Source: an optimization exercise on an open RTL-to-GDS flow (aim: small area). Production flows keep margins and buffers that such runs may drop.
Function was checked by simulation only, so behaviour that the tests miss may differ from the original.
No activity file was given, so power comes from the tool's default toggle rates.

File: flow/design.v
module cacheline (
    input clk,
    input reset,
    input os_req,
    input [8-1:0] hitmap,
    input user_req,
    input [32-1:0] addr,
    output reg hit
);
    reg [32-1:0] tag0, tag1, tag2, tag3, tag4, tag5, tag6, tag7;
    reg [7:0] valid;
    reg [7:0] dom;         
    reg [7:1] meta;        
    wire [7:0] act = valid & dom;
    wire [7:0] m;          
    cacheline_match c0 (.tag(tag0), .addr(addr), .act(act[0]), .m(m[0]));
    cacheline_match c1 (.tag(tag1), .addr(addr), .act(act[1]), .m(m[1]));
    cacheline_match c2 (.tag(tag2), .addr(addr), .act(act[2]), .m(m[2]));
    cacheline_match c3 (.tag(tag3), .addr(addr), .act(act[3]), .m(m[3]));
    cacheline_match c4 (.tag(tag4), .addr(addr), .act(act[4]), .m(m[4]));
    cacheline_match c5 (.tag(tag5), .addr(addr), .act(act[5]), .m(m[5]));
    cacheline_match c6 (.tag(tag6), .addr(addr), .act(act[6]), .m(m[6]));
    cacheline_match c7 (.tag(tag7), .addr(addr), .act(act[7]), .m(m[7]));
    wire [7:0] we;
    wire [7:0] valid_nx, dom_nx;
    wire [7:1] meta_nx;
    wire hit_nx;
    cacheline_ctrl ctrl (
        .reset(reset), .os_req(os_req), .hitmap(hitmap), .user_req(user_req),
        .m(m), .valid(valid), .dom(dom), .meta(meta), .hit(hit),
        .we(we), .valid_nx(valid_nx), .dom_nx(dom_nx), .meta_nx(meta_nx), .hit_nx(hit_nx)
    );
    always @(posedge clk) begin
        if (we[0]) tag0 <= addr;
        if (we[1]) tag1 <= addr;
        if (we[2]) tag2 <= addr;
        if (we[3]) tag3 <= addr;
        if (we[4]) tag4 <= addr;
        if (we[5]) tag5 <= addr;
        if (we[6]) tag6 <= addr;
        if (we[7]) tag7 <= addr;
        valid <= valid_nx;
        dom <= dom_nx;
        meta <= meta_nx;
        hit <= hit_nx;
    end
endmodule
module cacheline_match (
    input [32-1:0] tag,
    input [32-1:0] addr,
    input act,
    output m
);
    assign m = act & (tag == addr);
endmodule
module cacheline_ctrl (
    input reset,
    input os_req,
    input [7:0] hitmap,
    input user_req,
    input [7:0] m,
    input [7:0] valid,
    input [7:0] dom,
    input [7:1] meta,
    input hit,
    output [7:0] we,
    output [7:0] valid_nx,
    output [7:0] dom_nx,
    output [7:1] meta_nx,
    output hit_nx
);
    wire u4 = dom[0] & dom[1];
    wire u5 = dom[2] & dom[3];
    wire u6 = dom[4] & dom[5];
    wire u7 = dom[6] & dom[7];
    wire u2 = u4 & u5;
    wire u3 = u6 & u7;
    wire u1 = u2 & u3;
    wire v1 = u1 ? meta[1] : (dom[4] | dom[5] | dom[6] | dom[7]);
    wire v2 = u2 ? meta[2] : (dom[2] | dom[3]);
    wire v3 = u3 ? meta[3] : (dom[6] | dom[7]);
    wire v4 = u4 ? meta[4] : dom[1];
    wire v5 = u5 ? meta[5] : dom[3];
    wire v6 = u6 ? meta[6] : dom[5];
    wire v7 = u7 ? meta[7] : dom[7];
    wire any = |m;
    wire req = !reset && !os_req && user_req;
    wire [7:0] vic;
    assign vic[0] = !v1 & !v2 & !v4;
    assign vic[1] = !v1 & !v2 &  v4;
    assign vic[2] = !v1 &  v2 & !v5;
    assign vic[3] = !v1 &  v2 &  v5;
    assign vic[4] =  v1 & !v3 & !v6;
    assign vic[5] =  v1 & !v3 &  v6;
    assign vic[6] =  v1 &  v3 & !v7;
    assign vic[7] =  v1 &  v3 &  v7;
    assign we = (req && !any) ? vic : 8'd0;
    wire h01 = m[0] | m[1];
    wire h23 = m[2] | m[3];
    wire h45 = m[4] | m[5];
    wire hL = h01 | h23;
    wire aL   = any ? hL : !v1;                                  
    wire a01  = any ? h01 : (!v1 & !v2);                         
    wire a23  = any ? (!h01 & h23) : (!v1 & v2);                 
    wire a45  = any ? (!hL & h45) : (v1 & !v3);                  
    wire a67  = any ? (!hL & !h45) : (v1 & v3);                  
    wire a0   = any ? m[0] : !v4;                                
    wire a2   = any ? m[2] : !v5;
    wire a4   = any ? m[4] : !v6;
    wire a6   = any ? m[6] : !v7;
    wire a0123 = aL;
    wire a01_in_L = any ? h01 : !v2;                             
    wire a45_in_R = any ? h45 : !v3;                             
    wire [7:1] upd;
    wire [7:1] val;
    assign upd[1] = u1;              assign val[1] = a0123;
    assign upd[2] = u2 & aL;         assign val[2] = a01_in_L;
    assign upd[3] = u3 & !aL;        assign val[3] = a45_in_R;
    assign upd[4] = u4 & a01;        assign val[4] = a0;
    assign upd[5] = u5 & a23;        assign val[5] = a2;
    assign upd[6] = u6 & a45;        assign val[6] = a4;
    assign upd[7] = u7 & a67;        assign val[7] = a6;
    assign meta_nx  = reset ? 7'd0 : (req ? ((upd & val) | (~upd & meta)) : meta);
    assign valid_nx = reset ? 8'd0 : (valid | we);
    assign dom_nx   = reset ? 8'd0 : (os_req ? hitmap : dom);
    assign hit_nx   = !reset && !os_req && (user_req ? any : hit);
endmodule
File: flow/flow/run.sh
#!/bin/bash
# Layout flow: the standard synthesis (standard.sh synth, unchanged), then
# the standard layout steps with these changes:
#  - ports are buffered with a small buffer instead of the resizer's default
#    pick (a slow delay cell);
#  - clock-tree synthesis uses clusters of clkbuf_16 leaves and no dummy
#    balancing loads;
#  - the largest plain buffers are kept out of the post-synthesis repair steps.
# Each ORFS step writes its full log under orfs/logs/; make's own output goes
# to synth.log and layout.log in this folder.
set -euo pipefail
PORT_BUF=sky130_fd_sc_hd__buf_1
CTS="-sink_clustering_enable -repair_clock_nets -dont_use_dummy_load -buf_list {sky130_fd_sc_hd__clkbuf_16} -sink_clustering_size 30 -sink_clustering_max_diameter 100"
PLATFORM_DONT_USE="sky130_fd_sc_hd__probe_p_8 sky130_fd_sc_hd__probec_p_8 sky130_fd_sc_hd__lpflow_bleeder_1 sky130_fd_sc_hd__lpflow_clkbufkapwr_1 sky130_fd_sc_hd__lpflow_clkbufkapwr_16 sky130_fd_sc_hd__lpflow_clkbufkapwr_2 sky130_fd_sc_hd__lpflow_clkbufkapwr_4 sky130_fd_sc_hd__lpflow_clkbufkapwr_8 sky130_fd_sc_hd__lpflow_clkinvkapwr_1 sky130_fd_sc_hd__lpflow_clkinvkapwr_16 sky130_fd_sc_hd__lpflow_clkinvkapwr_2 sky130_fd_sc_hd__lpflow_clkinvkapwr_4 sky130_fd_sc_hd__lpflow_clkinvkapwr_8 sky130_fd_sc_hd__lpflow_decapkapwr_12 sky130_fd_sc_hd__lpflow_decapkapwr_3 sky130_fd_sc_hd__lpflow_decapkapwr_4 sky130_fd_sc_hd__lpflow_decapkapwr_6 sky130_fd_sc_hd__lpflow_decapkapwr_8 sky130_fd_sc_hd__lpflow_inputiso0n_1 sky130_fd_sc_hd__lpflow_inputiso0p_1 sky130_fd_sc_hd__lpflow_inputiso1n_1 sky130_fd_sc_hd__lpflow_inputiso1p_1 sky130_fd_sc_hd__lpflow_inputisolatch_1 sky130_fd_sc_hd__lpflow_isobufsrc_1 sky130_fd_sc_hd__lpflow_isobufsrc_16 sky130_fd_sc_hd__lpflow_isobufsrc_2 sky130_fd_sc_hd__lpflow_isobufsrc_4 sky130_fd_sc_hd__lpflow_isobufsrc_8 sky130_fd_sc_hd__lpflow_isobufsrckapwr_16 sky130_fd_sc_hd__lpflow_lsbuf_lh_hl_isowell_tap_1 sky130_fd_sc_hd__lpflow_lsbuf_lh_hl_isowell_tap_2 sky130_fd_sc_hd__lpflow_lsbuf_lh_hl_isowell_tap_4 sky130_fd_sc_hd__lpflow_lsbuf_lh_isowell_4 sky130_fd_sc_hd__lpflow_lsbuf_lh_isowell_tap_1 sky130_fd_sc_hd__lpflow_lsbuf_lh_isowell_tap_2 sky130_fd_sc_hd__lpflow_lsbuf_lh_isowell_tap_4"
EXTRA_DONT_USE="sky130_fd_sc_hd__buf_8 sky130_fd_sc_hd__buf_12 sky130_fd_sc_hd__buf_16 sky130_fd_sc_hd__bufbuf_8 sky130_fd_sc_hd__bufbuf_16 sky130_fd_sc_hd__buf_6"
bash standard.sh synth > synth.log 2>&1
bash standard.sh "BUFFER_PORTS_ARGS=-buffer_cell $PORT_BUF" "CTS_ARGS=$CTS" "DONT_USE_CELLS=$PLATFORM_DONT_USE $EXTRA_DONT_USE" finish > layout.log 2>&1
File: flow/standard.sh
#!/bin/bash
# synth_recipe.tcl (not shown) runs the flow's synth.tcl, then flattens the netlist and writes it again
# the make line also repeats each setting of config.mk as NAME=value (left out here)
make -C /OpenROAD-flow-scripts/flow DESIGN_CONFIG=/design/flow/config.mk WORK_HOME=/design/flow/orfs CLKGATE_MAP_FILE= SYNTH_SCRIPT=/design/flow/synth_recipe.tcl "${@:-finish}"
File: flow/config.mk
export PLATFORM = sky130hd
export DESIGN_NAME = cacheline
export DESIGN_NICKNAME = cacheline
export VERILOG_FILES = /design/flow/design.v
export SDC_FILE = /design/flow/constraint.sdc
export NUM_CORES = 4
export LEC_CHECK = 0
export CAP_MARGIN = 20
export CORE_MARGIN = 2
export CORE_UTILIZATION = 40
export GPL_TIMING_DRIVEN = 0
export SLEW_MARGIN = 20
export SYNTH_HIERARCHICAL = 1
File: flow/constraint.sdc
create_clock -name core_clock -period 5.0 [get_ports {clk}]
set_input_delay 1.0000 -clock core_clock [delete_from_list [all_inputs] [get_ports {clk}]]
set_output_delay 1.0000 -clock core_clock [all_outputs]
set_load 0.01 [all_outputs]
==> results of run 1 <==
==> cell families (layout without fill, tap and decap cells) <==
logic type / count (synthesis) / after routing / share of synthesized area
buffers and inverters: 9 / 77 / 0.00317
AO/OA/AOI/OAI: 34 / 34 / 0.0206
AND/OR/NAND/NOR: 170 / 170 / 0.0869
multiplexers: 11 / 11 / 0.00952
XOR/XNOR: 256 / 256 / 0.189
flip-flops: 280 / 280 / 0.690
==> per-module statistics from Yosys (local to each module, per instance) <==
module           area, um^2  flip-flops and latches  cells  copies in the design
cacheline_ctrl          772                       0    120                     1
cacheline              8220                     280    288                     1
cacheline_match         355                       0     44                     8
==> per-layer routing <==
layer  GRT usage  vias up
li1            -     2940
met1       0.202     2853
met2       0.222       74
met3      0.0161       17
met4      0.0279        0
met5           0        -
==> stage by stage <==
step | util | instance area [um^2] | worst slack, ns | cells | power [W]
2_1_floorplan | - | 11800 | 0.558 | 760 | 0.00277
3_3_place_gp | 0.431 | 12500 | -1.80 | 1187 | 0.00289
3_5_place_dp | 0.436 | 12600 | 0.229 | 1199 | 0.00289
4_1_cts | 0.447 | 12900 | 0.743 | 1212 | 0.00402
5_1_grt | 0.447 | 12900 | 0.492 | 1212 | 0.00411
6_report | 0.447 | 12900 | 0.723 | 1212 | 0.00396
==> synth_stat cells (all sizes together) (6+ instances only) <==
cell type | n | area (um^2)
xnor2 | 8 | 70.1
nand3 | 19 | 95.1
a21oi | 6 | 30.0
nand4 | 11 | 68.8
nor2 | 28 | 108
o21ai | 9 | 48.8
mux2i | 9 | 90.1
edfxtp | 256 | 7690
dfxtp | 24 | 480
nor3 | 22 | 155
xor2 | 248 | 2170
and2 | 10 | 62.6
nor4 | 60 | 382
==> power breakdown <==
| group | switching [W] | internal [W] | leakage [nW] |
|---|---|---|---|
| sequential | 0.0000136 | 0.00258 | 2.50 |
| clock | 0.000652 | 0.000472 | 0.160 |
| combinational | 0.000159 | 0.0000810 | 1.52 |
| total | 0.000825 | 0.00313 | 4.18 |
==> flip-flops by register name (all words and copies together), names as in the netlist <==
| register | count |
|---|---|
| tag0 | 32 |
| tag1 | 32 |
| tag2 | 32 |
| tag3 | 32 |
| tag4 | 32 |
| tag5 | 32 |
| tag6 | 32 |
| tag7 | 32 |
| dom | 8 |
| valid | 8 |
| meta | 7 |
| hit | 1 |
==> critical path, cell delays in order <==
cell and delay (ns):
buf_1 0.64, xor2_1 0.20, nor4_1 0.11, nand4_1 0.23, nor3_2 0.12, nor4_1 0.55
nand3_1 0.36, nor4_4 0.61, buf_2 0.36, buf_4 0.26
==> worst max-delay path by stage <==
stage             start                 end  cells after the start
5_1_grt         addr[1]  tag3[18]$_DFFE_PP_                     10
2_1_floorplan  addr[28]   tag6[0]$_DFFE_PP_                      7
3_3_place_gp    addr[4]   tag3[4]$_DFFE_PP_                      8
4_1_cts         addr[4]  tag3[16]$_DFFE_PP_                     10
3_5_place_dp    addr[4]  tag3[11]$_DFFE_PP_                     10
6_report       addr[25]  tag3[18]$_DFFE_PP_                     10
==> layout make-up <==
cell class              instances  area share
repair buffers                 55      0.0191
well taps                     384      0.0371
multi-input cells             471       0.284
flip-flops and latches        280       0.631
plain buffers                   5     0.00174
clock buffers                  13      0.0251
inverters                       4     0.00116
==> cells in the final DEF (no fill, tap or decap), drive strengths merged, types with 4 or more instances in the layout <==
cell and n:
nand3 19, dfxtp 24, clkbuf 15, mux2i 9
nor2 28, and2 10, nor3 22, xor2 248
inv 4, nor2b 4, edfxtp 256, xnor2 8
o21ba 4, a21oi 6, nor4 60, nand4 11
o21ai 9, buf 58
==> impl_metrics.py, run 1 <==
metrics = {
    "run_status": {
        "run_status": "complete, no violations",
    },
    "logic_synthesis": {
        "postSynthCellCount": 760,
        "ys.flop_type": "edfxtp_1",
        "netlist_area_um2": 11800,
        "synth.avg_cell_area_um2": 15.6,
        "synth_edf_count": 256,
        "yosysSeqAreaShare": 0.690,
        "syn_nets": 804,
        "synthArstFlopShare": 0,
        "yosysWarnings": 7,
        "ys_types": 44,
        "synth_seq_cells": 280,
    },
    "worst_hold_path": {
        "min_from": "valid[3]$_DFF_P_",
        "holdPathStages": 2,
        "hold_path_end": "valid[3]$_DFF_P_",
        "hold_path.class": "register to register",
    },
    "worst_setup_path": {
        "reg2reg_from": "tag0[22]$_DFFE_PP_",
        "rr_endpoint": "tag3[18]$_DFFE_PP_",
        "worst_setup_path_start_kind": "input pin",
        "path_class": "input pin to register",
        "end_kind": "register",
        "crit_fanout": 16,
        "rrSetupSlack_ns": 1.57,
        "cp.required_ns": 5.19,
        "arrival_ns": 4.46,
        "rr_worst_depth": 9,
    },
    "placement": {
        "globalplace.congestion": 0.807,
        "dp_hpwl_mm": 14.0,
        "io_buffers": 43,
    },
    "drt": {
        "wire_per_inst_um": 17.3,
        "drtIter0Drc": 430,
        "top_layer": "met4",
        "met1_length_mm": 10.5,
        "antenna_left": 0,
        "route.met3.wl_um": 486,
        "first_pass_iters": 4,
        "num_vias": 5884,
        "route.detailed.drc": 0,
        "wl_met2_mm": 9.69,
        "via_per_inst": 4.85,
        "routed_wl_mm": 21.0,
    },
    "floorplanning": {
        "coreArea_um2": 28900,
        "start_util": 0.409,
        "num_rows": 62,
        "io_pins": 45,
        "die_x_um": 176,
        "die_area_um2": 31000,
        "die_h_um": 176,
    },
    "cts": {
        "htreeDepth": 1,
        "cts_tree": "done",
        "cts_buffer_depth": 3,
        "root_buffer": "clkbuf_16",
        "path_clk_slew_ns": 0.10,
        "cts_hold_buffers": 0,
        "post_cts_buffers": 0,
        "cts.sinks": 280,
        "clk_latency_ns": 0.48,
        "cts_buffers": 13,
        "cts-resized-gates": 0,
    },
    "final_layout": {
        "n_antenna_cell": 0,
        "area_growth_pct": 9.32,
        "regArea_um2": 8170,
        "nets": 874,
        "fillerInstances": 2592,
        "multi_input_area_um2": 3680,
        "drive_gt1_frac": 0.0737,
    },
    "sta": {
        "final-hold-violation-count": 0,
        "finClkSkew_ns": 0.0327,
        "finalCritPeriodShare": 0.855,
        "max_freq_mhz": 234,
        "worstMarginPinSlew_ns": 0.931,
        "rsz0062_at_grt": "no",
        "hold_slack_ns": 0.470,
        "setup_viol": 0,
        "max-slew-margin-rel": 0.380,
        "setup_tns_ns": 0,
        "min_period_ns": 4.28,
        "slew_violations": 0,
    },
    "flow_run": {
        "cap_violations": 0,
    },
    "grt": {
        "grt_max_degree": 31,
        "grt_pass1_vias": 5642,
        "antenna_found_initial": 0,
        "grt_first_pass_wirelength_mm": 33.1,
        "track_usage": 0.137,
        "grt_overflow": 0,
    },
    "pwr": {
        "ir_drop_mv": 0.196,
        "p_leak_nw": 4.18,
        "power.density_nw_per_um2": 306,
    },
}
==> run 2: changes to the inputs <==
--- a/flow/config.mk
+++ b/flow/config.mk
@@ -7,3 +7,3 @@
 export LEC_CHECK = 0
-export CAP_MARGIN = 20
+export CAP_MARGIN = 5
 export CORE_MARGIN = 2
@@ -11,3 +11,3 @@
 export GPL_TIMING_DRIVEN = 0
-export SLEW_MARGIN = 20
+export SLEW_MARGIN = 5
 export SYNTH_HIERARCHICAL = 1
==> impl_metrics.py, run 2 <==
metrics = {
    "run_status": {
        "run_status": "complete, no violations",
    },
    "cts": {
        "cts_tree": "done",
        "cts_hold_buffers": 0,
        "cts-resized-gates": 0,
        "cts_buffers": 13,
        "root_buffer": "clkbuf_16",
        "path_clk_slew_ns": 0.11,
        "clk_latency_ns": 0.49,
        "cts_buffer_depth": 3,
        "htreeDepth": 1,
        "post_cts_buffers": 0,
        "cts.sinks": 280,
    },
    "worst_hold_path": {
        "hold_path_end": "valid[3]$_DFF_P_",
        "hold_path.class": "register to register",
        "min_from": "valid[3]$_DFF_P_",
        "holdPathStages": 2,
    },
    "final_layout": {
        "drive_gt1_frac": 0.0692,
        "regArea_um2": 8170,
        "nets": 870,
        "fillerInstances": 2605,
        "finish.utilization": 0.446,
        "final_common_cell": "edfxtp_1",
        "final_cell_mix": "256 x edfxtp_1, 248 x xor2_1, 58 x nor4_1",
        "multi_input_area_um2": 3680,
        "n_antenna_cell": 0,
        "stdcell_area_um2": 12900,
        "area_growth_pct": 9.08,
    },
    "worst_setup_path": {
        "slowest_delay_ns": 0.69,
        "rr_endpoint": "tag3[19]$_DFFE_PP_",
        "reg2reg_from": "tag0[25]$_DFFE_PP_",
        "end_kind": "register",
        "critical_path.most_common_cell": "nor4_1",
        "rr_worst_depth": 9,
        "crit_fanout": 16,
        "cp.required_ns": 5.19,
        "worstPathCellList": "buf_1, xor2_1, nor4_1, nand4_1, nor3_2, nor4_1, nand3_1, nor4_4, buf_2, buf_4",
        "worst_setup_path_start_kind": "input pin",
        "path_class": "input pin to register",
        "arrival_ns": 4.45,
        "rrSetupSlack_ns": 1.56,
        "slowest_stage": "buf_1",
    },
    "logic_synthesis": {
        "synthTopCellsByCount": "256 x edfxtp_1, 248 x xor2_1, 59 x nor4_1, 27 x nor2_1, 24 x dfxtp_1",
        "yosysTopAreaCell": "edfxtp_1",
        "synth.top_cell.area_share": 0.650,
        "yosysWarnings": 7,
        "synth_area_leaders": "edfxtp_1 65%, xor2_1 18%, dfxtp_1 4.1%, nor4_1 3.1%, nor2_1 0.86%",
        "synth_seq_cells": 280,
        "synth.avg_cell_area_um2": 15.6,
        "yosysSeqAreaShare": 0.690,
        "netlist_area_um2": 11800,
        "syn_nets": 804,
        "synthArstFlopShare": 0,
        "yosys.cell_count.top_type": "edfxtp_1",
        "synth_edf_count": 256,
        "ys.flop_type": "edfxtp_1",
        "ys_types": 44,
        "postSynthCellCount": 760,
    },
    "pwr": {
        "power.density_nw_per_um2": 307,
        "p_leak_nw": 4.16,
        "ir_drop_mv": 0.196,
    },
    "drt": {
        "route.detailed.drc": 0,
        "routed_wl_mm": 21.1,
        "first_pass_iters": 5,
        "via_per_inst": 4.92,
        "drtIter0Drc": 491,
        "num_vias": 5944,
        "antenna_left": 0,
        "wire_per_inst_um": 17.5,
    },
    "sta": {
        "max-slew-margin-rel": 0.363,
        "finalCritPeriodShare": 0.853,
        "max_freq_mhz": 235,
        "final-hold-violation-count": 0,
        "hold_slack_ns": 0.477,
        "slew_violations": 0,
        "setup_tns_ns": 0,
        "setup_viol": 0,
        "min_period_ns": 4.26,
        "rsz0062_at_grt": "no",
        "worstMarginPinSlew_ns": 0.955,
        "finClkSkew_ns": 0.0416,
    },
    "floorplanning": {
        "die_x_um": 176,
        "die_area_um2": 31000,
        "die_h_um": 176,
        "coreArea_um2": 28900,
        "num_rows": 62,
        "start_util": 0.409,
        "io_pins": 45,
    },
    "grt": {
        "track_usage": 0.139,
        "grt_overflow": 0,
        "grt_max_degree": 33,
        "grt_first_pass_wirelength_mm": 33.4,
        "antenna_found_initial": 0,
        "grt_pass1_vias": 5678,
    },
    "placement": {
        "dp_hpwl_mm": 13.7,
        "placed_area_um2": 12600,
        "globalplace.congestion": 0.807,
        "io_buffers": 43,
    },
    "flow_run": {
        "cap_violations": 0,
    },
}
run 2: cell count changes in the layout (fill, tap and decap cells not counted), sizes merged:
cell / previous run / this run
buf: 58 / 54
run 2: cell families (layout without fill, tap and decap cells):
| group | Yosys count | in the layout | share of synthesized area |
|---|---|---|---|
| flip-flops | 280 | 280 | 0.690 |
| multiplexers | 11 | 11 | 0.00952 |
| AO/OA/AOI/OAI | 34 | 34 | 0.0206 |
| XOR/XNOR | 256 | 256 | 0.189 |
| AND/OR/NAND/NOR | 170 | 170 | 0.0869 |
| buffers and inverters | 9 | 73 | 0.00317 |
run 2: report_power, final:
part / switching, W / internal [W] / total [W]
Sequential: 0.0000139 / 0.00258 / 0.00259
Combinational: 0.000159 / 0.0000804 / 0.000240
Clock: 0.000659 / 0.000472 / 0.00113
Total: 0.000832 / 0.00313 / 0.00396
run 2: worst max-delay path by stage:
stage,depth (start not counted),end,from
finish,10,tag3[19]$_DFFE_PP_,addr[16]
global route,10,tag3[26]$_DFFE_PP_,addr[26]
CTS,10,tag3[11]$_DFFE_PP_,addr[25]
detailed placement,10,tag3[11]$_DFFE_PP_,addr[4]
global placement,8,tag3[4]$_DFFE_PP_,addr[4]
floorplan,7,tag6[0]$_DFFE_PP_,addr[28]
run 2: cell type report:
type / instances / share of cell area
buffer: 5 / 0.00174
clock buffer: 13 / 0.0252
sequential: 280 / 0.633
tap: 384 / 0.0372
multi-input combinational: 471 / 0.285
timing repair buffer: 51 / 0.0170
inverter: 4 / 0.00116
run 2: modules after synthesis (local to each module, per instance):
module | flops+latches | copies in the design | cells inside | area [um^2]
cacheline_ctrl | 0 | 1 | 120 | 772
cacheline | 280 | 1 | 288 | 8220
cacheline_match | 0 | 8 | 44 | 355
run 2: routing by layer:
metal	share of wire	track usage
met3	0.030	0.0181
met2	0.46	0.222
met5	0	0
met4	0.018	0.0313
met1	0.49	0.204
run 2: per-stage QoR:
step | power [W] | instances | setup slack [ns]
final | 0.00396 | 1208 | 0.737
after global routing | 0.00412 | 1208 | 0.476
after CTS | 0.00403 | 1208 | 0.727
after detailed placement | 0.00289 | 1195 | 0.223
after global placement | 0.00289 | 1187 | -1.80
after floorplan | 0.00277 | 760 | 0.558
run 2: worst max-delay path: cells and delay by family:
kind                   cells  cell delay, ns
AND/OR/NAND/NOR            6            1.94
buffers and inverters      3            1.29
XOR/XNOR                   1            0.21
==> run 3: changes to the inputs <==
--- a/flow/flow/run.sh
+++ b/flow/flow/run.sh
@@ -7,3 +7,5 @@
 #    balancing loads;
-#  - the largest plain buffers are kept out of the post-synthesis repair steps.
+#  - the largest plain buffers are kept out of the post-synthesis repair steps;
+#  - after the placement-stage repair, cells are sized down where timing has
+#    slack (flow/recover.tcl).
 # Each ORFS step writes its full log under orfs/logs/; make's own output goes
@@ -16,2 +18,2 @@
 bash standard.sh synth > synth.log 2>&1
-bash standard.sh "BUFFER_PORTS_ARGS=-buffer_cell $PORT_BUF" "CTS_ARGS=$CTS" "DONT_USE_CELLS=$PLATFORM_DONT_USE $EXTRA_DONT_USE" finish > layout.log 2>&1
+bash standard.sh "POST_RESIZE_TCL=$(pwd)/flow/recover.tcl" "BUFFER_PORTS_ARGS=-buffer_cell $PORT_BUF" "CTS_ARGS=$CTS" "DONT_USE_CELLS=$PLATFORM_DONT_USE $EXTRA_DONT_USE" finish > layout.log 2>&1
==> flow/flow/recover.tcl (new file) <==
# After the placement-stage repair: size cells down wherever timing has slack.
log_cmd repair_timing -recover_power 100 -setup_margin 0.2 -verbose
--- a/flow/config.mk
+++ b/flow/config.mk
@@ -7,3 +7,3 @@
 export LEC_CHECK = 0
-export CAP_MARGIN = 5
+export CAP_MARGIN = 20
 export CORE_MARGIN = 2
@@ -11,3 +11,3 @@
 export GPL_TIMING_DRIVEN = 0
-export SLEW_MARGIN = 5
+export SLEW_MARGIN = 20
 export SYNTH_HIERARCHICAL = 1
==> impl_metrics.py, run 3 <==
metrics = {
    "cts": {
        "root_buffer": "clkbuf_16",
        "post_cts_buffers": 0,
        "htreeDepth": 1,
        "cts.sinks": 280,
        "path_clk_slew_ns": 0.11,
        "clk_latency_ns": 0.49,
        "cts_buffer_depth": 3,
        "cts-resized-gates": 0,
        "cts_buffers": 13,
        "cts_tree": "done",
        "cts_hold_buffers": 0,
    },
    "sta": {
        "min_period_ns": 4.44,
        "slew_violations": 0,
        "finalCritPeriodShare": 0.889,
        "final-hold-violation-count": 0,
        "setup_slack_ns": 0.557,
        "setup_tns_ns": 0,
        "rsz0062_at_grt": "no",
        "worstMarginPinSlew_ns": 0.928,
        "max_freq_mhz": 225,
        "hold_slack_ns": 0.476,
        "setup_viol": 0,
        "finClkSkew_ns": 0.0421,
        "max-slew-margin-rel": 0.381,
    },
    "worst_setup_path": {
        "crit_fanout": 16,
        "worst_setup_path_start_kind": "input pin",
        "slowest_delay_ns": 0.64,
        "critPathBufInv": 2,
        "cp.required_ns": 5.08,
        "worstPathCellList": "clkbuf_1, xor2_1, nor4_1, nand4_1, nor3_1, nor4_1, nand3_1, nor4_4, clkbuf_1",
        "rr_endpoint": "tag6[30]$_DFFE_PP_",
        "rrSetupSlack_ns": 1.38,
        "reg2reg_from": "tag0[25]$_DFFE_PP_",
        "path_delay_family": "simple AND/OR/NAND/NOR gates",
        "path_class": "input pin to register",
        "arrival_ns": 4.52,
        "slowest_stage": "clkbuf_1",
        "end_kind": "register",
        "rr_worst_depth": 8,
    },
    "grt": {
        "grt_overflow": 0,
        "antenna_found_initial": 0,
        "grt_max_degree": 31,
        "grt_first_pass_wirelength_mm": 33.5,
        "track_usage": 0.139,
        "grt_pass1_vias": 5680,
    },
    "logic_synthesis": {
        "yosys.cell_count.top_type": "edfxtp_1",
        "ys.flop_type": "edfxtp_1",
        "postSynthCellCount": 760,
        "netlist_area_um2": 11800,
        "synthTopCellsByCount": "256 x edfxtp_1, 248 x xor2_1, 59 x nor4_1, 27 x nor2_1, 24 x dfxtp_1",
        "yosysTopAreaCell": "edfxtp_1",
        "synth_edf_count": 256,
        "ys_types": 44,
        "yosysSeqAreaShare": 0.690,
        "syn_nets": 804,
        "synth_seq_cells": 280,
        "synth.avg_cell_area_um2": 15.6,
        "yosysWarnings": 7,
        "synth.top_cell.area_share": 0.650,
        "synth_area_leaders": "edfxtp_1 65%, xor2_1 18%, dfxtp_1 4.1%, nor4_1 3.1%, nor2_1 0.86%",
        "synthArstFlopShare": 0,
    },
    "final_layout": {
        "nets": 874,
        "fillerInstances": 2616,
        "regArea_um2": 8170,
        "finish.utilization": 0.445,
        "final_cell_mix": "256 x edfxtp_1, 248 x xor2_1, 58 x nor4_1",
        "drive_gt1_frac": 0.0616,
        "final_cells": 1212,
        "multi_input_area_um2": 3640,
        "final_common_cell": "edfxtp_1",
        "n_antenna_cell": 0,
        "area_growth_pct": 8.91,
    },
    "floorplanning": {
        "num_rows": 62,
        "io_pins": 45,
        "start_util": 0.409,
        "die_h_um": 176,
        "die_x_um": 176,
        "coreArea_um2": 28900,
        "die_area_um2": 31000,
    },
    "placement": {
        "io_buffers": 43,
        "dp_slack_ns": 0.103,
        "globalplace.congestion": 0.807,
        "placed_cells": 1199,
        "dp_hpwl_mm": 14.1,
    },
    "pwr": {
        "p_leak_nw": 4.16,
        "ir_drop_mv": 0.171,
        "power.density_nw_per_um2": 307,
    },
    "drt": {
        "num_vias": 5892,
        "wire_per_inst_um": 17.4,
        "first_pass_iters": 6,
        "antenna_left": 0,
        "route.detailed.drc": 0,
        "via_per_inst": 4.86,
        "drtIter0Drc": 396,
        "routed_wl_mm": 21.1,
    },
    "worst_hold_path": {
        "holdPathStages": 2,
        "min_from": "valid[7]$_DFF_P_",
        "hold_path.class": "register to register",
        "hold_path_end": "valid[7]$_DFF_P_",
    },
    "flow_run": {
        "cap_violations": 0,
    },
    "run_status": {
        "run_status": "complete, no violations",
    },
}
## run 3: cell counts after synthesis
Identical to the previous run, type by type.
## run 3: kinds of logic (layout without fill, tap and decap cells)
| kind of cell | after synthesis | after routing | synth area share |
|---|---|---|---|
| XOR/XNOR | 256 | 256 | 0.189 |
| AND/OR/NAND/NOR | 170 | 170 | 0.0869 |
| flip-flops | 280 | 280 | 0.690 |
| multiplexers | 11 | 11 | 0.00952 |
| buffers and inverters | 9 | 77 | 0.00317 |
| AO/OA/AOI/OAI | 34 | 34 | 0.0206 |
## run 3: worst max path at each step
| stage | depth (start not counted) | start | to | slack (ns) |
|---|---|---|---|---|
| 2_1_floorplan | 7 | addr[28] | tag6[0]$_DFFE_PP_ | 0.56 |
| 3_5_place_dp | 10 | addr[4] | tag7[2]$_DFFE_PP_ | 0.10 |
| 4_1_cts | 10 | addr[25] | tag7[11]$_DFFE_PP_ | 0.54 |
| 5_1_grt | 10 | addr[1] | tag7[11]$_DFFE_PP_ | 0.27 |
| 3_3_place_gp | 8 | addr[4] | tag3[4]$_DFFE_PP_ | -1.80 |
| 6_report | 9 | addr[25] | tag6[30]$_DFFE_PP_ | 0.56 |
## run 3: per-stage QoR
stage | instance area, um^2 | power, W
4_1_cts | 12900 | 0.00402
6_report | 12900 | 0.00396
3_5_place_dp | 12600 | 0.00289
3_3_place_gp | 12500 | 0.00289
5_1_grt | 12900 | 0.00411
2_1_floorplan | 11800 | 0.00277
## run 3: power breakdown
group | internal (W) | total (W) | switching (W)
registers | 0.00258 | 0.00259 | 0.0000136
logic | 0.0000802 | 0.000239 | 0.000159
clock network | 0.000472 | 0.00113 | 0.000655
total | 0.00313 | 0.00396 | 0.000827
## run 3: final cells by class
class                      instances  share of cell area
sequential                       280               0.634
multi-input combinational        471               0.283
tap                              384              0.0373
clock buffer                      13              0.0252
timing repair buffer              55              0.0182
buffer                             5             0.00165
inverter                           4             0.00117
## run 3: metal layers
layer / up-vias / global-route usage / share of wire
met2: 78 / 0.222 / 0.46
met5: - / 0 / 0
met4: 0 / 0.0300 / 0.019
met1: 2850 / 0.205 / 0.50
li1: 2945 / - / -
met3: 19 / 0.0172 / 0.028
## run 3: per-module statistics from Yosys, one instance, submodules excluded
module           times used  flip-flops and latches  area [um^2]  cells
cacheline                 1                     280         8220    288
cacheline_ctrl            1                       0          772    120
cacheline_match           8                       0          355     44
## run 3: worst min-delay path, stage by stage, from the launching register on
cell and delay, ns:
dfxtp_1 0.34, a31oi_1 0.04, nor2_1 0.07
==> run 4: changes to the inputs <==
--- a/flow/config.mk
+++ b/flow/config.mk
@@ -7,7 +7,8 @@
 export LEC_CHECK = 0
-export CAP_MARGIN = 20
+export CAP_MARGIN = 5
 export CORE_MARGIN = 2
-export CORE_UTILIZATION = 40
+export CORE_UTILIZATION = 65
 export GPL_TIMING_DRIVEN = 0
-export SLEW_MARGIN = 20
+export PLACE_DENSITY = 0.8
+export SLEW_MARGIN = 5
 export SYNTH_HIERARCHICAL = 1
==> impl_metrics.py, run 4 <==
metrics = {
    "sta": {
        "max_freq_mhz": 221,
        "finClkSkew_ns": 0.0527,
        "max-slew-margin-rel": 0.357,
        "rsz0062_at_grt": "no",
        "worstMarginPinSlew_ns": 0.965,
        "finalCritPeriodShare": 0.903,
        "final-hold-violation-count": 0,
        "min_period_ns": 4.51,
        "slew_violations": 0,
        "hold_slack_ns": 0.483,
        "setup_viol": 0,
        "setup_slack_ns": 0.485,
    },
    "pwr": {
        "p_int_w": 0.00313,
        "p_clk_frac": 0.281,
        "comb_power_share": 0.062,
        "power.total_w": 0.00395,
        "pwr-share-seq": 0.657,
        "ir_drop_mv": 0.287,
        "switchingPower_w": 0.000817,
        "swShare": 0.207,
        "power.density_nw_per_um2": 312,
        "p_leak_nw": 4.14,
    },
    "final_layout": {
        "multi_input_area_um2": 3640,
        "nets": 869,
        "final_cell_mix": "256 x edfxtp_1, 248 x xor2_1, 58 x nor4_1",
        "finish.utilization": 0.707,
        "fillerInstances": 1180,
        "drive_gt1_frac": 0.0571,
        "n_antenna_cell": 0,
        "regArea_um2": 8170,
        "final_common_cell": "edfxtp_1",
        "area_growth_pct": 6.94,
    },
    "drt": {
        "routed_wl_mm": 21.3,
        "num_vias": 6258,
        "via_per_inst": 5.95,
        "first_pass_iters": 5,
        "route.detailed.drc": 0,
        "antenna_left": 0,
        "wire_per_inst_um": 20.2,
        "drtIter0Drc": 426,
    },
    "cts": {
        "cts_tree": "done",
        "path_clk_slew_ns": 0.11,
        "clk_latency_ns": 0.50,
        "cts_buffers": 13,
        "cts-resized-gates": 0,
        "cts_hold_buffers": 0,
        "root_buffer": "clkbuf_16",
        "cts.sinks": 280,
        "htreeDepth": 1,
        "cts_buffer_depth": 3,
        "post_cts_buffers": 0,
    },
    "grt": {
        "track_usage": 0.222,
        "grt_pass1_vias": 6258,
        "antenna_found_initial": 0,
        "grt_max_degree": 33,
        "use_met2": 0.383,
        "use_met3": 0.0228,
        "grt_overflow": 0,
        "grt_first_pass_wirelength_mm": 33.6,
        "top_usage_layer": "met2",
        "met1_usage": 0.304,
    },
    "floorplanning": {
        "num_rows": 49,
        "die_x_um": 139,
        "die_area_um2": 19300,
        "start_util": 0.661,
        "die_h_um": 139,
        "coreArea_um2": 17900,
        "io_pins": 45,
    },
    "run_status": {
        "run_status": "complete, no violations",
    },
    "placement": {
        "io_buffers": 43,
        "globalplace.congestion": 0.891,
        "dp_hpwl_mm": 13.8,
        "dp_slack_ns": 0.00731,
    },
    "worst_setup_path": {
        "path_delay_family": "simple AND/OR/NAND/NOR gates",
        "arrival_ns": 4.67,
        "path_class": "input pin to register",
        "end_kind": "register",
        "worst_setup_path_start_kind": "input pin",
        "slowest_stage": "nor4_4",
        "rrSetupSlack_ns": 1.37,
        "critPathBufInv": 2,
        "slowest_delay_ns": 0.87,
        "worstSetupStartpoint": "addr[25]",
        "critical_path.most_common_cell": "nor4_1",
        "crit_fanout": 16,
        "worstPathCellList": "clkbuf_1, xor2_1, nor4_1, nand4_1, nor3_1, nor4_1, nand3_1, nor4_4, clkbuf_2",
        "cp.required_ns": 5.16,
        "reg2reg_from": "tag5[22]$_DFFE_PP_",
    },
    "logic_synthesis": {
        "postSynthCellCount": 760,
        "yosys.cell_count.top_type": "edfxtp_1",
        "yosysTopAreaCell": "edfxtp_1",
        "yosysWarnings": 7,
        "ys.flop_type": "edfxtp_1",
        "syn_nets": 804,
        "synth_edf_count": 256,
        "synth.top_cell.area_share": 0.650,
        "netlist_area_um2": 11800,
        "synth_seq_cells": 280,
        "synthTopCellsByCount": "256 x edfxtp_1, 248 x xor2_1, 59 x nor4_1, 27 x nor2_1, 24 x dfxtp_1",
        "yosysSeqAreaShare": 0.690,
        "synth_area_leaders": "edfxtp_1 65%, xor2_1 18%, dfxtp_1 4.1%, nor4_1 3.1%, nor2_1 0.86%",
        "synth.avg_cell_area_um2": 15.6,
        "synthArstFlopShare": 0,
        "ys_types": 44,
    },
    "worst_hold_path": {
        "min_from": "valid[7]$_DFF_P_",
        "hold_path.class": "register to register",
    },
    "flow_run": {
        "cap_violations": 0,
    },
}
## run 4: cell counts after synthesis
No cell type changed its count.
## run 4: modules after synthesis (local to each module, per instance)
module           flops+latches  cells  times used  area [um^2]
cacheline_ctrl               0    120           1          772
cacheline                  280    288           1         8220
cacheline_match              0     44           8          355
## run 4: final cells by class
| cell class | count | area share |
|---|---|---|
| buffer | 5 | 0.00168 |
| multi-input combinational | 471 | 0.288 |
| tap | 229 | 0.0226 |
| sequential | 280 | 0.646 |
| timing repair buffer | 50 | 0.0157 |
| inverter | 4 | 0.00119 |
| clock buffer | 13 | 0.0257 |
## run 4: path summary, 6_finish.rpt
check,end,depth (start not counted)
worst min register to register,valid[7]$_DFF_P_,2
worst min-delay path,valid[7]$_DFF_P_,2
worst max register to register,tag5[6]$_DFFE_PP_,9
worst max-delay path,tag6[11]$_DFFE_PP_,9
## run 4: routing by layer
| metal | routed length (um) | vias up |
|---|---|---|
| li1 | - | 2938 |
| met1 | 9000 | 3120 |
| met2 | 10800 | 160 |
| met3 | 918 | 40 |
| met4 | 578 | 0 |
| met5 | 0 | - |
## run 4: cell families (layout without fill, tap and decap cells)
logic type                after synthesis  after routing  share of synthesized area
muxes                                  11             11                    0.00952
buffers and inverters                   9             72                    0.00317
DFF                                   280            280                      0.690
xor gates and xnor gates              256            256                      0.189
and+or+nand+nor                       170            170                     0.0869
AOI/OAI and AO/OA                      34             34                     0.0206
## run 4: worst register-to-register path, stage by stage, from the launching register on
cell      delay (ns)
edfxtp_1        0.42
xor2_1          0.19
nor4_1          0.13
nand4_1         0.16
nor3_1          0.11
or4_1           0.59
nor3_1          0.24
nand3_1         0.20
nor2_1          0.46
clkbuf_2        0.74
## run 4: through the flow
step | cells | setup TNS, ns | area (um^2)
floorplan | 760 | 0 | 11800
global placement | 1032 | -173.29 | 12300
detailed placement | 1039 | 0 | 12300
CTS | 1052 | 0 | 12700
global route | 1052 | 0 | 12700
finish | 1052 | 0 | 12700
## run 4: power by group through the flow
stage / Combinational (W) / Sequential [W] / Clock (W)
finish: 0.000243 / 0.00259 / 0.00111
global route: 0.000270 / 0.00260 / 0.00121
CTS: 0.000246 / 0.00259 / 0.00114
detailed placement: 0.000245 / 0.00265 / 0
global placement: 0.000227 / 0.00265 / 0
floorplan: 0.000127 / 0.00264 / 0
==> run 5: changes to the inputs <==
--- a/flow/config.mk
+++ b/flow/config.mk
@@ -9,5 +9,4 @@
 export CORE_MARGIN = 2
-export CORE_UTILIZATION = 65
+export CORE_UTILIZATION = 40
 export GPL_TIMING_DRIVEN = 0
-export PLACE_DENSITY = 0.8
 export SLEW_MARGIN = 5
==> impl_metrics.py, run 5 <==
metrics = {
    "run_status": {
        "run_status": "complete, no violations",
    },
    "worst_setup_path": {
        "rrSetupSlack_ns": 1.48,
        "slowest_delay_ns": 0.69,
        "reg2reg_from": "tag0[25]$_DFFE_PP_",
        "worstSetupStartpoint": "addr[19]",
        "arrival_ns": 4.46,
        "path_class": "input pin to register",
        "cp.required_ns": 5.08,
        "critPathBufInv": 2,
        "critical_path.most_common_cell": "nor3_1",
        "path_delay_family": "simple AND/OR/NAND/NOR gates",
        "worst_setup_path_start_kind": "input pin",
        "end_kind": "register",
        "worstPathCellList": "clkbuf_1, xor2_1, nor4_1, nand4_1, nor3_1, or4_1, nor3_1, nand3_1, nor2b_4, clkbuf_2",
        "slowest_stage": "clkbuf_1",
        "crit_fanout": 21,
    },
    "final_layout": {
        "nets": 870,
        "final_cell_mix": "256 x edfxtp_1, 248 x xor2_1, 58 x nor4_1",
        "finish.utilization": 0.445,
        "stdcell_area_um2": 12900,
        "n_antenna_cell": 0,
        "drive_gt1_frac": 0.0595,
        "area_growth_pct": 8.72,
        "final_common_cell": "edfxtp_1",
    },
    "logic_synthesis": {
        "ys.flop_type": "edfxtp_1",
        "synthArstFlopShare": 0,
        "synth.avg_cell_area_um2": 15.6,
        "yosysSeqAreaShare": 0.690,
        "yosys.cell_count.top_type": "edfxtp_1",
        "netlist_area_um2": 11800,
        "ys_types": 44,
        "yosysWarnings": 7,
        "synth_edf_count": 256,
        "synth.top_cell.area_share": 0.650,
        "postSynthCellCount": 760,
        "yosysTopAreaCell": "edfxtp_1",
        "synthTopCellsByCount": "256 x edfxtp_1, 248 x xor2_1, 59 x nor4_1, 27 x nor2_1, 24 x dfxtp_1",
        "synth_area_leaders": "edfxtp_1 65%, xor2_1 18%, dfxtp_1 4.1%, nor4_1 3.1%, nor2_1 0.86%",
        "synth_seq_cells": 280,
        "syn_nets": 804,
    },
    "pwr": {
        "power.density_nw_per_um2": 308,
        "ir_drop_mv": 0.187,
        "p_leak_nw": 4.14,
        "power.total_w": 0.00396,
    },
    "cts": {
        "cts_tree": "done",
        "cts.sinks": 280,
        "clk_latency_ns": 0.49,
        "cts-resized-gates": 0,
        "post_cts_buffers": 0,
        "cts_hold_buffers": 0,
        "cts_buffer_depth": 3,
        "path_clk_slew_ns": 0.11,
        "htreeDepth": 1,
        "root_buffer": "clkbuf_16",
        "cts_buffers": 13,
    },
    "sta": {
        "finClkSkew_ns": 0.0490,
        "worstMarginPinSlew_ns": 0.954,
        "rsz0062_at_grt": "no",
        "final-hold-violation-count": 0,
        "max_freq_mhz": 228,
        "setup_viol": 0,
        "max-slew-margin-rel": 0.364,
        "slew_violations": 0,
        "finalCritPeriodShare": 0.876,
        "min_period_ns": 4.38,
    },
    "drt": {
        "num_vias": 5931,
        "routed_wl_mm": 21.2,
        "via_per_inst": 4.91,
        "wire_per_inst_um": 17.5,
        "antenna_left": 0,
        "drtIter0Drc": 425,
        "first_pass_iters": 4,
        "route.detailed.drc": 0,
    },
    "floorplanning": {
        "die_h_um": 176,
        "coreArea_um2": 28900,
        "num_rows": 62,
        "start_util": 0.409,
        "die_x_um": 176,
        "die_area_um2": 31000,
        "io_pins": 45,
    },
    "flow_run": {
        "cap_violations": 0,
    },
    "grt": {
        "grt_max_degree": 33,
        "grt_first_pass_wirelength_mm": 33.4,
        "antenna_found_initial": 0,
        "grt_pass1_vias": 5727,
        "track_usage": 0.139,
        "grt_overflow": 0,
    },
    "placement": {
        "dp_hpwl_mm": 13.7,
        "io_buffers": 43,
        "placed_area_um2": 12500,
        "globalplace.congestion": 0.807,
    },
    "worst_hold_path": {
        "hold_path.class": "register to register",
        "min_from": "valid[3]$_DFF_P_",
    },
}
-- run 5: layout make-up --
class / instances / area, um^2
fill: 2606 / 16100
sequential: 280 / 8170
multi-input combinational: 471 / 3650
tap: 384 / 480
clock buffer: 13 / 325
timing repair buffer: 51 / 205
buffer: 5 / 21.3
inverter: 4 / 15.0
-- run 5: per-module statistics from Yosys, one instance, submodules excluded --
module / area [um^2] / cells inside / copies in the design
cacheline_match: 355 / 44 / 8
cacheline_ctrl: 772 / 120 / 1
cacheline: 8220 / 288 / 1
-- run 5: kinds of logic (layout without fill, tap and decap cells) --
kind of cell,after synthesis,in the layout,synth area share
compound gates,34,34,0.0206
xor+xnor,256,256,0.189
flops,280,280,0.690
buf+inv,9,73,0.00317
simple gates,170,170,0.0869
mux,11,11,0.00952
-- run 5: final timing paths --
| kind | end | depth (start not counted) |
|---|---|---|
| setup reg to reg | tag6[30]$_DFFE_PP_ | 8 |
| hold reg to reg | valid[3]$_DFF_P_ | 2 |
| hold / removal | valid[3]$_DFF_P_ | 2 |
| setup / recovery | tag4[25]$_DFFE_PP_ | 10 |
-- run 5: through the flow --
step	TNS (ns)	worst slack, ns	hold WS [ns]	std cells
2_1_floorplan	0	0.558	0.429	760
3_3_place_gp	-233.56	-1.80	0.444	1187
3_5_place_dp	0	0.108	0.452	1195
4_1_cts	0	0.591	0.480	1208
5_1_grt	0	0.351	0.504	1208
6_report	0	0.619	0.484	1208
-- run 5: worst register-to-register path, stage by stage (launching register included) --
cell and delay, ns:
edfxtp_1 0.40, xor2_1 0.16, nor4_1 0.11, nand4_1 0.21
nor3_1 0.15, nor4_1 0.57, nand3_1 0.36, nor4_4 0.71
clkbuf_2 0.47
-- run 5: power by group --
part           switching [W]  internal, W  leakage [nW]
combinational       0.000159    0.0000797          1.48
sequential         0.0000139      0.00258          2.50
clock               0.000656     0.000472         0.160
-- run 5: per-layer routing --
metal / routed length, um / global-route usage
met4: 425 / 0.0351
met3: 518 / 0.0174
met2: 9750 / 0.221
met1: 10500 / 0.203
met5: 0 / 0
==> run 6: changes to the inputs <==
--- a/flow/flow/run.sh
+++ b/flow/flow/run.sh
@@ -14,3 +14,3 @@
 PORT_BUF=sky130_fd_sc_hd__buf_1
-CTS="-sink_clustering_enable -repair_clock_nets -dont_use_dummy_load -buf_list {sky130_fd_sc_hd__clkbuf_16} -sink_clustering_size 30 -sink_clustering_max_diameter 100"
+CTS="-sink_clustering_enable -repair_clock_nets -dont_use_dummy_load -buf_list {sky130_fd_sc_hd__clkbuf_16} -sink_clustering_size 40 -sink_clustering_max_diameter 60"
 PLATFORM_DONT_USE="sky130_fd_sc_hd__probe_p_8 sky130_fd_sc_hd__probec_p_8 sky130_fd_sc_hd__lpflow_bleeder_1 sky130_fd_sc_hd__lpflow_clkbufkapwr_1 sky130_fd_sc_hd__lpflow_clkbufkapwr_16 sky130_fd_sc_hd__lpflow_clkbufkapwr_2 sky130_fd_sc_hd__lpflow_clkbufkapwr_4 sky130_fd_sc_hd__lpflow_clkbufkapwr_8 sky130_fd_sc_hd__lpflow_clkinvkapwr_1 sky130_fd_sc_hd__lpflow_clkinvkapwr_16 sky130_fd_sc_hd__lpflow_clkinvkapwr_2 sky130_fd_sc_hd__lpflow_clkinvkapwr_4 sky130_fd_sc_hd__lpflow_clkinvkapwr_8 sky130_fd_sc_hd__lpflow_decapkapwr_12 sky130_fd_sc_hd__lpflow_decapkapwr_3 sky130_fd_sc_hd__lpflow_decapkapwr_4 sky130_fd_sc_hd__lpflow_decapkapwr_6 sky130_fd_sc_hd__lpflow_decapkapwr_8 sky130_fd_sc_hd__lpflow_inputiso0n_1 sky130_fd_sc_hd__lpflow_inputiso0p_1 sky130_fd_sc_hd__lpflow_inputiso1n_1 sky130_fd_sc_hd__lpflow_inputiso1p_1 sky130_fd_sc_hd__lpflow_inputisolatch_1 sky130_fd_sc_hd__lpflow_isobufsrc_1 sky130_fd_sc_hd__lpflow_isobufsrc_16 sky130_fd_sc_hd__lpflow_isobufsrc_2 sky130_fd_sc_hd__lpflow_isobufsrc_4 sky130_fd_sc_hd__lpflow_isobufsrc_8 sky130_fd_sc_hd__lpflow_isobufsrckapwr_16 sky130_fd_sc_hd__lpflow_lsbuf_lh_hl_isowell_tap_1 sky130_fd_sc_hd__lpflow_lsbuf_lh_hl_isowell_tap_2 sky130_fd_sc_hd__lpflow_lsbuf_lh_hl_isowell_tap_4 sky130_fd_sc_hd__lpflow_lsbuf_lh_isowell_4 sky130_fd_sc_hd__lpflow_lsbuf_lh_isowell_tap_1 sky130_fd_sc_hd__lpflow_lsbuf_lh_isowell_tap_2 sky130_fd_sc_hd__lpflow_lsbuf_lh_isowell_tap_4"
--- a/flow/config.mk
+++ b/flow/config.mk
@@ -9,4 +9,5 @@
 export CORE_MARGIN = 2
-export CORE_UTILIZATION = 40
+export CORE_UTILIZATION = 65
 export GPL_TIMING_DRIVEN = 0
+export PLACE_DENSITY = 0.8
 export SLEW_MARGIN = 5
==> impl_metrics.py, run 6 <==
metrics = {
    "run_status": {
        "run_status": "complete, no violations",
    },
    "floorplanning": {
        "coreArea_um2": 17900,
        "die_x_um": 139,
        "die_h_um": 139,
        "start_util": 0.661,
        "num_rows": 49,
        "die_area_um2": 19300,
        "io_pins": 45,
    },
    "drt": {
        "wire_per_inst_um": 20.3,
        "drtIter0Drc": 417,
        "num_vias": 6300,
        "route.detailed.drc": 0,
        "routed_wl_mm": 21.5,
        "antenna_left": 0,
        "first_pass_iters": 5,
        "via_per_inst": 5.95,
    },
    "cts": {
        "cts_buffer_depth": 3,
        "htreeDepth": 1,
        "clk_latency_ns": 0.51,
        "post_cts_buffers": 0,
        "cts.sinks": 280,
        "cts_hold_buffers": 0,
        "cts-resized-gates": 0,
        "root_buffer": "clkbuf_16",
        "cts_tree": "done",
        "cts_buffers": 19,
        "path_clk_slew_ns": 0.06,
    },
    "worst_setup_path": {
        "worst_setup_path_start_kind": "input pin",
        "end_kind": "register",
        "arrival_ns": 4.65,
        "path_class": "input pin to register",
        "crit_fanout": 16,
        "cp.required_ns": 5.12,
    },
    "sta": {
        "final-hold-violation-count": 0,
        "max_freq_mhz": 221,
        "finClkSkew_ns": 0.0417,
        "rsz0062_at_grt": "no",
        "finalCritPeriodShare": 0.906,
        "min_period_ns": 4.53,
        "setup_viol": 0,
        "max-slew-margin-rel": 0.361,
        "slew_violations": 0,
        "hold_slack_ns": 0.482,
        "worstMarginPinSlew_ns": 0.958,
    },
    "logic_synthesis": {
        "yosysWarnings": 7,
        "synth.top_cell.area_share": 0.650,
        "ys_types": 44,
        "syn_nets": 804,
        "synth_seq_cells": 280,
        "synthArstFlopShare": 0,
        "synth_area_leaders": "edfxtp_1 65%, xor2_1 18%, dfxtp_1 4.1%, nor4_1 3.1%, nor2_1 0.86%",
        "synthTopCellsByCount": "256 x edfxtp_1, 248 x xor2_1, 59 x nor4_1, 27 x nor2_1, 24 x dfxtp_1",
        "synth_edf_count": 256,
        "postSynthCellCount": 760,
        "ys.flop_type": "edfxtp_1",
        "yosysTopAreaCell": "edfxtp_1",
        "yosys.cell_count.top_type": "edfxtp_1",
        "synth.avg_cell_area_um2": 15.6,
        "netlist_area_um2": 11800,
        "yosysSeqAreaShare": 0.690,
    },
    "placement": {
        "dp_hpwl_mm": 13.8,
        "io_buffers": 43,
        "globalplace.congestion": 0.891,
    },
    "final_layout": {
        "finish.utilization": 0.715,
        "final_cell_mix": "256 x edfxtp_1, 248 x xor2_1, 58 x nor4_1",
        "nets": 875,
        "drive_gt1_frac": 0.0639,
        "final_common_cell": "edfxtp_1",
        "area_growth_pct": 8.21,
        "n_antenna_cell": 0,
    },
    "pwr": {
        "ir_drop_mv": 0.265,
        "power.density_nw_per_um2": 328,
        "p_leak_nw": 4.22,
    },
    "flow_run": {
        "cap_violations": 0,
    },
    "grt": {
        "track_usage": 0.223,
        "grt_max_degree": 33,
        "grt_overflow": 0,
        "grt_pass1_vias": 6325,
        "grt_first_pass_wirelength_mm": 33.6,
        "antenna_found_initial": 0,
    },
    "worst_hold_path": {
        "hold_path.class": "register to register",
    },
}
## run 6: kinds of logic after synthesis
group | count (synthesis) | synth area share
DFF | 280 | 0.690
xor gates and xnor gates | 256 | 0.189
and+or+nand+nor | 170 | 0.0869
AOI/OAI and AO/OA | 34 | 0.0206
muxes | 11 | 0.00952
buffers and inverters | 9 | 0.00317
## run 6: area by class of cell
type	instances	area (um^2)
fill	1156	5100
inverter	4	15.0
clock buffer	19	475
tap	229	287
multi-input combinational	471	3640
buffer	5	21.3
sequential	280	8170
timing repair buffer	50	199
## run 6: Yosys stat by module (local to each module, per instance)
module | flip-flops and latches | copies in the design | cells inside
cacheline_ctrl | 0 | 1 | 120
cacheline | 280 | 1 | 288
cacheline_match | 0 | 8 | 44
## run 6: layer usage
| layer | share of wire | up-vias | track usage |
|---|---|---|---|
| met5 | 0 | - | 0 |
| met4 | 0.032 | 0 | 0.0755 |
| met3 | 0.046 | 46 | 0.0300 |
| met2 | 0.50 | 160 | 0.379 |
| met1 | 0.42 | 3150 | 0.303 |
| li1 | - | 2944 | - |
## run 6: worst max-delay path, cell delays in order
cell and delay [ns]:
clkbuf_1 0.66, xor2_1 0.20, nor4_1 0.12, nand4_1 0.20
nor3_1 0.14, nor4_1 0.57, nand3_1 0.35, nor4_4 0.87
clkbuf_2 0.51
## run 6: through the flow
step | instances | setup slack (ns) | setup TNS [ns] | power (W) | instance area, um^2
6_report | 1058 | 0.468 | 0 | 0.00420 | 12800
5_1_grt | 1058 | 0.259 | 0 | 0.00433 | 12800
4_1_cts | 1058 | 0.499 | 0 | 0.00423 | 12800
3_5_place_dp | 1039 | 0.00731 | 0 | 0.00289 | 12300
3_3_place_gp | 1032 | -1.47 | -173.29 | 0.00287 | 12300
2_1_floorplan | 760 | 0.558 | 0 | 0.00277 | 11800
## run 6: where the power goes
group          internal [W]  total [W]  switching [W]
registers           0.00258    0.00259      0.0000151
logic             0.0000797   0.000243       0.000163
clock network      0.000674    0.00137       0.000691
total               0.00333    0.00420       0.000869
## run 6: final timing paths
check | start | endpoint | slack (ns) | cells after the start
worst max-delay path | addr[25] | tag6[11]$_DFFE_PP_ | 0.47 | 9
worst min-delay path | valid[2]$_DFF_P_ | valid[2]$_DFF_P_ | 0.48 | 2
worst max register to register | tag0[25]$_DFFE_PP_ | valid[5]$_DFF_P_ | 1.30 | 10
worst min register to register | valid[2]$_DFF_P_ | valid[2]$_DFF_P_ | 0.48 | 2
==> run 7: changes to the inputs <==
--- a/flow/design.v
+++ b/flow/design.v
@@ -97,27 +97,21 @@
     assign we = (req && !any) ? vic : 8'd0;
-    wire h01 = m[0] | m[1];
-    wire h23 = m[2] | m[3];
-    wire h45 = m[4] | m[5];
-    wire hL = h01 | h23;
-    wire aL   = any ? hL : !v1;                                  
-    wire a01  = any ? h01 : (!v1 & !v2);                         
-    wire a23  = any ? (!h01 & h23) : (!v1 & v2);                 
-    wire a45  = any ? (!hL & h45) : (v1 & !v3);                  
-    wire a67  = any ? (!hL & !h45) : (v1 & v3);                  
-    wire a0   = any ? m[0] : !v4;                                
-    wire a2   = any ? m[2] : !v5;
-    wire a4   = any ? m[4] : !v6;
-    wire a6   = any ? m[6] : !v7;
-    wire a0123 = aL;
-    wire a01_in_L = any ? h01 : !v2;                             
-    wire a45_in_R = any ? h45 : !v3;                             
+    wire [7:0] first;
+    assign first[0] = m[0];
+    assign first[1] = m[1] & !m[0];
+    assign first[2] = m[2] & !(|m[1:0]);
+    assign first[3] = m[3] & !(|m[2:0]);
+    assign first[4] = m[4] & !(|m[3:0]);
+    assign first[5] = m[5] & !(|m[4:0]);
+    assign first[6] = m[6] & !(|m[5:0]);
+    assign first[7] = m[7] & !(|m[6:0]);
+    wire [7:0] acc = any ? first : vic;
     wire [7:1] upd;
     wire [7:1] val;
-    assign upd[1] = u1;              assign val[1] = a0123;
-    assign upd[2] = u2 & aL;         assign val[2] = a01_in_L;
-    assign upd[3] = u3 & !aL;        assign val[3] = a45_in_R;
-    assign upd[4] = u4 & a01;        assign val[4] = a0;
-    assign upd[5] = u5 & a23;        assign val[5] = a2;
-    assign upd[6] = u6 & a45;        assign val[6] = a4;
-    assign upd[7] = u7 & a67;        assign val[7] = a6;
+    assign upd[1] = u1;                          assign val[1] = |acc[3:0];
+    assign upd[2] = u2 & (|acc[3:0]);            assign val[2] = |acc[1:0];
+    assign upd[3] = u3 & (|acc[7:4]);            assign val[3] = |acc[5:4];
+    assign upd[4] = u4 & (|acc[1:0]);            assign val[4] = acc[0];
+    assign upd[5] = u5 & (|acc[3:2]);            assign val[5] = acc[2];
+    assign upd[6] = u6 & (|acc[5:4]);            assign val[6] = acc[4];
+    assign upd[7] = u7 & (|acc[7:6]);            assign val[7] = acc[6];
     assign meta_nx  = reset ? 7'd0 : (req ? ((upd & val) | (~upd & meta)) : meta);
--- a/flow/flow/run.sh
+++ b/flow/flow/run.sh
@@ -14,3 +14,3 @@
 PORT_BUF=sky130_fd_sc_hd__buf_1
-CTS="-sink_clustering_enable -repair_clock_nets -dont_use_dummy_load -buf_list {sky130_fd_sc_hd__clkbuf_16} -sink_clustering_size 40 -sink_clustering_max_diameter 60"
+CTS="-sink_clustering_enable -repair_clock_nets -dont_use_dummy_load -buf_list {sky130_fd_sc_hd__clkbuf_16} -sink_clustering_size 30 -sink_clustering_max_diameter 100"
 PLATFORM_DONT_USE="sky130_fd_sc_hd__probe_p_8 sky130_fd_sc_hd__probec_p_8 sky130_fd_sc_hd__lpflow_bleeder_1 sky130_fd_sc_hd__lpflow_clkbufkapwr_1 sky130_fd_sc_hd__lpflow_clkbufkapwr_16 sky130_fd_sc_hd__lpflow_clkbufkapwr_2 sky130_fd_sc_hd__lpflow_clkbufkapwr_4 sky130_fd_sc_hd__lpflow_clkbufkapwr_8 sky130_fd_sc_hd__lpflow_clkinvkapwr_1 sky130_fd_sc_hd__lpflow_clkinvkapwr_16 sky130_fd_sc_hd__lpflow_clkinvkapwr_2 sky130_fd_sc_hd__lpflow_clkinvkapwr_4 sky130_fd_sc_hd__lpflow_clkinvkapwr_8 sky130_fd_sc_hd__lpflow_decapkapwr_12 sky130_fd_sc_hd__lpflow_decapkapwr_3 sky130_fd_sc_hd__lpflow_decapkapwr_4 sky130_fd_sc_hd__lpflow_decapkapwr_6 sky130_fd_sc_hd__lpflow_decapkapwr_8 sky130_fd_sc_hd__lpflow_inputiso0n_1 sky130_fd_sc_hd__lpflow_inputiso0p_1 sky130_fd_sc_hd__lpflow_inputiso1n_1 sky130_fd_sc_hd__lpflow_inputiso1p_1 sky130_fd_sc_hd__lpflow_inputisolatch_1 sky130_fd_sc_hd__lpflow_isobufsrc_1 sky130_fd_sc_hd__lpflow_isobufsrc_16 sky130_fd_sc_hd__lpflow_isobufsrc_2 sky130_fd_sc_hd__lpflow_isobufsrc_4 sky130_fd_sc_hd__lpflow_isobufsrc_8 sky130_fd_sc_hd__lpflow_isobufsrckapwr_16 sky130_fd_sc_hd__lpflow_lsbuf_lh_hl_isowell_tap_1 sky130_fd_sc_hd__lpflow_lsbuf_lh_hl_isowell_tap_2 sky130_fd_sc_hd__lpflow_lsbuf_lh_hl_isowell_tap_4 sky130_fd_sc_hd__lpflow_lsbuf_lh_isowell_4 sky130_fd_sc_hd__lpflow_lsbuf_lh_isowell_tap_1 sky130_fd_sc_hd__lpflow_lsbuf_lh_isowell_tap_2 sky130_fd_sc_hd__lpflow_lsbuf_lh_isowell_tap_4"
==> impl_metrics.py, run 7 <==
metrics = {
    "logic_synthesis": {
        "synth_compound_area_frac": 0.0201,
        "synthMuxAreaShare": 0.00933,
        "synthAdderAreaFrac": 0,
        "yosysWarnings": 7,
        "synth_seq_cells": 280,
        "synth_edf_count": 256,
        "synth.top_cell.area_share": 0.651,
        "ys_types": 46,
        "synth_top_family_by_area": "XOR/XNOR gates",
        "yosysSeqAreaShare": 0.692,
        "yosys.cell_count.top_type": "edfxtp_1",
        "yosysTopAreaCell": "edfxtp_1",
        "netlist_area_um2": 11800,
        "synthArstFlopShare": 0,
        "postSynthCellCount": 761,
        "synth.avg_cell_area_um2": 15.5,
        "synth_xor_area_frac": 0.190,
    },
    "pwr": {
        "p_leak_nw": 4.15,
        "power.density_nw_per_um2": 312,
    },
    "worst_setup_path": {
        "cp.required_ns": 5.17,
        "rr_endpoint": "tag2[18]$_DFFE_PP_",
        "worstPathCellList": "clkbuf_1, xor2_1, nor4_1, nand4_1, nor3_2, nor4_4, nand3_1, or4_1, a21oi_4, buf_4",
        "crit_fanout": 17,
        "worst_setup_path_start_kind": "input pin",
        "arrival_ns": 4.75,
        "critPathBufInv": 2,
        "slowest_stage": "or4_1",
        "path_class": "input pin to register",
        "reg2reg_from": "tag0[6]$_DFFE_PP_",
    },
    "floorplanning": {
        "die_h_um": 139,
        "die_area_um2": 19300,
        "num_rows": 49,
        "start_util": 0.659,
    },
    "cts": {
        "cts.sinks": 280,
        "root_buffer": "clkbuf_16",
        "htreeDepth": 1,
        "cts_tree": "done",
        "cts_buffers": 13,
        "clk_latency_ns": 0.48,
    },
    "placement": {
        "placed_cells": 1039,
        "io_buffers": 43,
        "globalplace.congestion": 0.913,
    },
    "sta": {
        "final-hold-violation-count": 0,
        "worstMarginPinSlew_ns": 1.04,
        "setup_viol": 0,
        "slew_violations": 0,
        "rsz0062_at_grt": "no",
        "min_period_ns": 4.58,
        "max_freq_mhz": 218,
        "max-slew-margin-rel": 0.304,
        "finalCritPeriodShare": 0.916,
    },
    "final_layout": {
        "n_antenna_cell": 0,
        "final_cells": 1052,
        "finish.utilization": 0.708,
        "nets": 869,
    },
    "drt": {
        "drtIter0Drc": 578,
        "first_pass_iters": 5,
        "num_vias": 6321,
        "via_per_inst": 6.01,
        "wire_per_inst_um": 20.7,
        "routed_wl_mm": 21.8,
        "route.detailed.drc": 0,
    },
    "grt": {
        "grt_pass1_vias": 6386,
        "antenna_found_initial": 0,
        "track_usage": 0.227,
        "grt_first_pass_wirelength_mm": 34.3,
        "grt_max_degree": 34,
    },
    "worst_hold_path": {
        "hold_path.class": "register to register",
        "holdPathStages": 2,
        "min_from": "valid[3]$_DFF_P_",
    },
    "run_status": {
        "run_status": "complete, no violations",
    },
}
run 7: changes by cell type after synthesis, sizes merged, moves of 3 or more:
cell    before  now
a311oi       3    0
and3         2    5
clkbuf       2    6
nand2        3   10
nand2b       0    3
nor2        28   22
nor2b        4    1
nor3        22   19
o21ai        9    6
run 7: cell type report:
cell class                      instances  area, um^2
Sequential cell                       280        8170
Fill cell                            1161        5230
Multi-Input combinational cell        469        3640
Clock buffer                           13         325
Tap cell                              229         287
Timing Repair Buffer                   49         203
Buffer                                  7        27.5
Inverter                                5        18.8
run 7: repair_timing:
| item | CTS | global route |
|---|---|---|
| hold buffers | 0 | 0 |
| buffers inserted | 0 | 0 |
| endpoints found under the setup margin | 0 | 17 |
| gates resized for setup | 0 | 3 |
run 7: worst max path at each step:
stage,slack [ns],end,from,cells after the start
after floorplan,0.42,tag2[0]$_DFFE_PP_,addr[28],8
after global placement,-1.50,tag6[19]$_DFFE_PP_,addr[4],8
after detailed placement,-0.21,tag1[18]$_DFFE_PP_,addr[25],11
after CTS,0.32,tag7[14]$_DFFE_PP_,addr[25],9
after global routing,0.12,tag6[19]$_DFFE_PP_,addr[25],9
final,0.42,tag2[18]$_DFFE_PP_,addr[6],10
run 7: kinds of logic after synthesis:
| logic type | after synthesis |
|---|---|
| buffers and inverters | 12 |
| multiplexers | 11 |
| flip-flops | 280 |
| AND/OR/NAND/NOR | 168 |
| XOR/XNOR | 256 |
| AO/OA/AOI/OAI | 34 |
run 7: tightest hold or removal path: stages, from the launching register on:
cell,delay (ns)
dfxtp_1,0.34
a31oi_1,0.04
nor2_1,0.07
run 7: modules after synthesis, one instance, submodules excluded:
module / cell area [um^2] / cells
cacheline_match: 355 / 44
cacheline_ctrl: 746 / 121
cacheline: 8220 / 288
run 7: report_power, final:
part	internal (W)	switching [W]	total, W
logic	0.0000792	0.000167	0.000246
registers	0.00258	0.0000152	0.00260
clock network	0.000471	0.000643	0.00111
total	0.00313	0.000825	0.00396
run 7: metrics by stage:
stage          TNS, ns  hold WS (ns)  setup slack, ns  total power, W  cell area, um^2
6_report             0         0.485            0.419         0.00396            12700
3_3_place_gp   -211.33         0.445            -1.50         0.00288            12300
3_5_place_dp    -12.00         0.458           -0.214         0.00289            12300
4_1_cts              0         0.485            0.318         0.00398            12700
2_1_floorplan        0         0.429            0.417         0.00277            11800
5_1_grt              0         0.508            0.117         0.00409            12700
run 7: metal layers:
layer | vias to the layer above | part of all wire | track usage
met2 | 184 | 0.51 | 0.386
met5 | - | 0 | 0
met3 | 48 | 0.041 | 0.0238
met4 | 0 | 0.032 | 0.0723
li1 | 2939 | - | -
met1 | 3150 | 0.41 | 0.314

==> static timing again, ports no longer ideal <==
No port has a modelled driver above. Below, the same layouts with a new extraction and two added sets of constraints.
Step 1 sets driving cells, clkbuf_16 on the clock port and buf_2 on the other inputs (assumed; they add their load-dependent delay and slew).
Step 2 times the ports against the registers' clock, not the clock port: input delays grow and output delays shrink by t, the midpoint of the rising clock arrivals with the driver on.
a / b / c = ideal ports / drivers / drivers and shift; a / b = the first two.
run	t, ns	setup WS [ns]
run 1	0.514	0.723 / 0.726 / 0.212
run 2	0.512	0.737 / 0.744 / 0.232
run 3	0.512	0.557 / 0.561 / 0.049
run 4	0.516	0.485 / 0.502 / -0.014
run 5	0.508	0.619 / 0.634 / 0.125
run 6	0.530	0.468 / 0.485 / -0.045
run 7	0.499	0.419 / 0.436 / -0.063
With both steps, setup timing fails in run 4, run 6 and run 7, where it was met with ideal ports.
